What follows belongs to an exercise in optimizing a design on an open flow for small area, a short achievable clock period and few clock cycles; a production flow would make more cautious choices. Function was checked by simulation only, so behaviour that the tests miss may differ from the original. No activity file was given, so power comes from the tool's default toggle rates.

## v48
// MIPS
module MIPS(
    clk,
    rst_n,
    in_valid,
    instruction,
    output_reg,
    out_valid,
    out_1,
    out_2,
    out_3,
    out_4,
    instruction_fail
);
Size: ~3300 cells after synthesis, roughly 120 I/O pins, ~20000 µm² of cells after synthesis.
clock: 32.0 ns
lec_check: 0
abc_area: 1
cap_margin: 20
core_margin: 2
core_utilization: 30
place_density: 0.45
slew_margin: 20
synth_hierarchical: 1
standard.sh (not shown) runs the stock make flow with config.mk's settings and CLKGATE_MAP_FILE= SYNTH_SCRIPT=/design/flow/synth_recipe.tcl, a recipe that flattens the netlist after the stock synthesis.
==> flow/flow/run.sh <==
#!/bin/bash
# The standard layout (standard.sh: ORFS steps from synthesis to the
# final layout) with three changes:
#  - synthesis is synth_recipe.tcl unchanged, except that ABC maps each
#    module with its own script: the GCD step module (MIPS_gcd_step) with
#    flow/abc_gcd.script (area-oriented mapping under a delay target), the
#    top module (MIPS) with flow/abc_top.script (area-only mapping), and the
#    ALU/output module with ORFS's own abc_area.script (a copy in flow/);
#    registers are untouched by ABC;
#  - port buffers are sky130_fd_sc_hd__buf_2 (instead of the slow delay
#    buffer buffer_ports picks by default);
#  - timing repair aims 22.8 ns above the 32 ns target's zero slack, so that
#    it also shortens the slowest paths.
set -euo pipefail
here=$(pwd)
cat > "$here/flow_synth.tcl" <<TCL
proc abc {args} {
  set i [lsearch -exact \$args -script]
  if {\$i >= 0} { set args [lreplace \$args \$i [expr {\$i + 1}]] }
  yosys abc -script $here/flow/abc_gcd.script {*}\$args MIPS_gcd_step
  yosys abc -script $here/flow/abc_area.script {*}\$args MIPS_alu_out
  yosys abc -script $here/flow/abc_top.script {*}\$args MIPS
}
source $here/synth_recipe.tcl
TCL
sed "s#SYNTH_SCRIPT=[^ ]*#SYNTH_SCRIPT=$here/flow_synth.tcl#" standard.sh > flow_standard.sh
grep -q "SYNTH_SCRIPT=$here/flow_synth.tcl" flow_standard.sh
export BUFFER_PORTS_ARGS="-buffer_cell sky130_fd_sc_hd__buf_2"
export SETUP_SLACK_MARGIN=22.8
bash flow_standard.sh > standard.log 2>&1
==> flow/flow/abc_area.script <==
strash
dch
map -B 0.9
topo
stime -c
buffer -c
upsize -c
dnsize -c
==> flow/flow/abc_gcd.script <==
strash
dch
map -D 6000
topo
stime -c
buffer -c
upsize -c
dnsize -c
==> flow/flow/abc_top.script <==
strash
dch
map -a
topo
stime -c
buffer -c
upsize -c
dnsize -c
Testbench counts of v48, summed over its fixed seeds: cycles 6,193.
Input-level comparison between v57 and v48:
==> flow/flow/run.sh <==
#!/bin/bash
# The standard layout (standard.sh: standard synthesis and ORFS steps),
# with two changes: port buffers are sky130_fd_sc_hd__buf_2 (instead of the
# slow delay buffer buffer_ports picks by default), and timing repair aims
# 23.2 ns above the 32 ns target's zero slack, so that it also shortens the
# few slowest paths.
set -euo pipefail
export BUFFER_PORTS_ARGS="-buffer_cell sky130_fd_sc_hd__buf_2"
export SETUP_SLACK_MARGIN=23.2
bash standard.sh > standard.log 2>&1
removed: flow/flow/abc_area.script
removed: flow/flow/abc_gcd.script
removed: flow/flow/abc_top.script
Notes after the runs:
Summary of v57 over v48: utilization up 1.6 points; number of logic inverters in the finished layout went up. Power delta (v57 − v48): unfavourable. Against v48, final standard cell area without fillers in v57 came out worse. Summary of the comparison: critical path depth is higher in v57, relative to v48. Changes observed in v57 relative to v48: average wire per cell in the routed design fell by 8.3%, remaining antenna violation count after routing stayed essentially flat, number of tap cells added at floorplan rose by 86. Library cell contributing the largest single delay on the critical path: nand3_1 -> v48, fa_2 -> v57. On clock transition at the register clock pins on the worst setup and hold paths after CTS, v48 and v57 are neck and neck.
Changes in v16 relative to v57:
==> flow/flow/run.sh <==
#!/bin/bash
# The standard layout (standard.sh: ORFS steps from synthesis to the
# final layout) with three changes:
#  - synthesis is synth_recipe.tcl unchanged, except that ABC maps the GCD
#    step module (MIPS_gcd_step) with flow/abc_gcd.script (area-oriented
#    mapping under a delay target) and the other modules with ORFS's own
#    abc_area.script (a copy in flow/); registers are untouched by ABC;
#  - port buffers are sky130_fd_sc_hd__buf_2 (instead of the slow delay
#    buffer buffer_ports picks by default);
#  - timing repair aims 22.8 ns above the 32 ns target's zero slack, so that
#    it also shortens the slowest paths.
set -euo pipefail
here=$(pwd)
cat > "$here/flow_synth.tcl" <<TCL
proc abc {args} {
  set i [lsearch -exact \$args -script]
  if {\$i >= 0} { set args [lreplace \$args \$i [expr {\$i + 1}]] }
  yosys abc -script $here/flow/abc_gcd.script {*}\$args MIPS_gcd_step
  yosys abc -script $here/flow/abc_area.script {*}\$args MIPS_alu_out
  yosys abc -script $here/flow/abc_area.script {*}\$args MIPS
}
source $here/synth_recipe.tcl
TCL
sed "s#SYNTH_SCRIPT=[^ ]*#SYNTH_SCRIPT=$here/flow_synth.tcl#" standard.sh > flow_standard.sh
grep -q "SYNTH_SCRIPT=$here/flow_synth.tcl" flow_standard.sh
export BUFFER_PORTS_ARGS="-buffer_cell sky130_fd_sc_hd__buf_2"
export SETUP_SLACK_MARGIN=22.8
bash flow_standard.sh > standard.log 2>&1
==> flow/flow/abc_area.script (new file) <==
strash
dch
map -B 0.9
topo
stime -c
buffer -c
upsize -c
dnsize -c
==> flow/flow/abc_gcd.script (new file) <==
strash
dch
map -D 6000
topo
stime -c
buffer -c
upsize -c
dnsize -c
--- outcome ---
From v57 to v16 the numbers moved as follows: synthesized cell count has decreased, final worst-path cycle share has increased. v57 leaves more setup margin than v16. Summary of v16 over v57: average wire per cell in the routed design rose about 5%; part of the power in combinational logic has decreased. v16 — number of nets in the synthesized netlist about 10% lower, v57 as reference.
Inputs modified between v16 and v23:
==> flow/flow/run.sh <==
#!/bin/bash
# The standard layout (standard.sh: standard synthesis and ORFS steps),
# with one change: the buffers that global placement puts on every input and
# output port are sky130_fd_sc_hd__buf_2 instead of the cell buffer_ports
# picks by default (a slow delay buffer, clkdlybuf4s50_1).
set -euo pipefail
export BUFFER_PORTS_ARGS="-buffer_cell sky130_fd_sc_hd__buf_2"
bash standard.sh > standard.log 2>&1
removed: flow/flow/abc_area.script
removed: flow/flow/abc_gcd.script
### Flow results
Per the final summary, v16 finished and its layout is clean on timing, DRC and antenna.
v23 reached the end of the flow, and the finished layout is clean on the timing, DRC and antenna checks.
Summary of v23 over v16: arrival time of the worst setup path went up by 0.40 ns, power went up, non-filler instance count after layout picked up an extra 404, fraction of area in registers fell by 0.81 points.
Count of non-CTS buffers in the layout shrinks by more than 10% when moving from v16 to v23.
Combinational group share of total power: lower on v16
Compared with v16, v23 shows a simple-gate share of the synthesized area that is 8.0 points higher.
What v45 does differently from v23 at the input level:
Settings: changing PLACE_DENSITY from 0.45 to 0.55; changing CORE_UTILIZATION from 30 to 40.
==> flow/flow/run.sh <==
#!/bin/bash
# The standard layout (standard.sh: standard synthesis and ORFS steps),
# with two changes: port buffers are sky130_fd_sc_hd__buf_2 (instead of the
# slow delay buffer buffer_ports picks by default), and timing repair aims
# 22.8 ns above the 32 ns target's zero slack, so that it also shortens the
# few slowest paths.
set -euo pipefail
export BUFFER_PORTS_ARGS="-buffer_cell sky130_fd_sc_hd__buf_2"
export SETUP_SLACK_MARGIN=22.8
bash standard.sh > standard.log 2>&1
Findings:
- For the fraction of power consumed by the clock network, v45 came in 0.3 points higher than v23 did.
- Relative to v23, switching portion of total power has decreased by 0.32 points in v45.
- For the met2 routing resource usage after global routing, v45 came in 6.9 points higher than v23 did.
- v23 ended with every stage complete and zero timing, DRC or antenna violations.
- v45: no failed stages, no open violations at the end
- Between v45 and v23, the global-route wire length before repair is lower for v45.
--- input diff v45..v47 ---
Settings: a change of CORE_UTILIZATION from 40 to 30; a change of PLACE_DENSITY from 0.55 to 0.45; an added TNS_END_PERCENT of 10.
## What came out
- v47 | stages: all done | timing, DRC, antenna: all pass
- v45 has lower worst path setup slack after routing than v47.
- For v47, the standard cell with the maximum stage delay on the critical path was nor3_2, unlike v45, where it was nand2_1.
- v45 → v47: complex-gate fraction of the synthesized area level, final cell count without fillers shows an increase of 263.
- As far as sink count of the clock tree goes, v47 and v45 are indistinguishable; the numbers are identical.
- Met1 track utilization from global routing: v47 vs v45 down 11 points
- Relative to v45, minimum period implied by the final worst setup slack decreased by 0.028 ns in v47.
- v45 → v47: maximum frequency from static timing analysis picked up an extra about 0.3%, effective utilization at floorplan moved down.
- The reported net switching power of v47 and that of v45 are within noise of each other.
- For the sum of net half-perimeters after detailed placement, v47 came in 7.9% higher than v45 did.

==> what the ideal ports hide <==
The results above use ideal ports. As a check the final layouts listed here were re-extracted and re-timed, cells and wires unchanged. Step 1: set_driving_cell puts a clkbuf_16 on clk and a buf_2 on each other input, an assumption about the parent block. Step 2 times the ports against the registers' clock, not the clock port: input delays grow and output delays shrink by t, the midpoint of the rising clock arrivals with the driver on. Three values: no drivers, after step 1, after step 2; two values: the first two.
run | t, ns | setup WS [ns] | slew at the worst register clock pin (ns)
v48 | 0.530 | 22.837 / 22.774 / 22.513 | 0.07 / 0.07
v57 | 0.528 | 23.017 / 22.954 / 22.849 | 0.08 / 0.08
v16 | 0.554 | 22.819 / 22.761 / 22.634 | 0.08 / 0.08
v23 | 0.524 | 22.425 / 22.362 / 22.558 | 0.08 / 0.08
v45 | 0.512 | 22.777 / 22.725 / 22.806 | 0.08 / 0.08
v47 | 0.522 | 22.805 / 22.742 / 22.616 | 0.08 / 0.08
After both steps every run listed still meets setup and hold. For v48, which loses most, drivers alone change the setup slack by -0.063 ns; drivers and shift together by -0.324 ns.
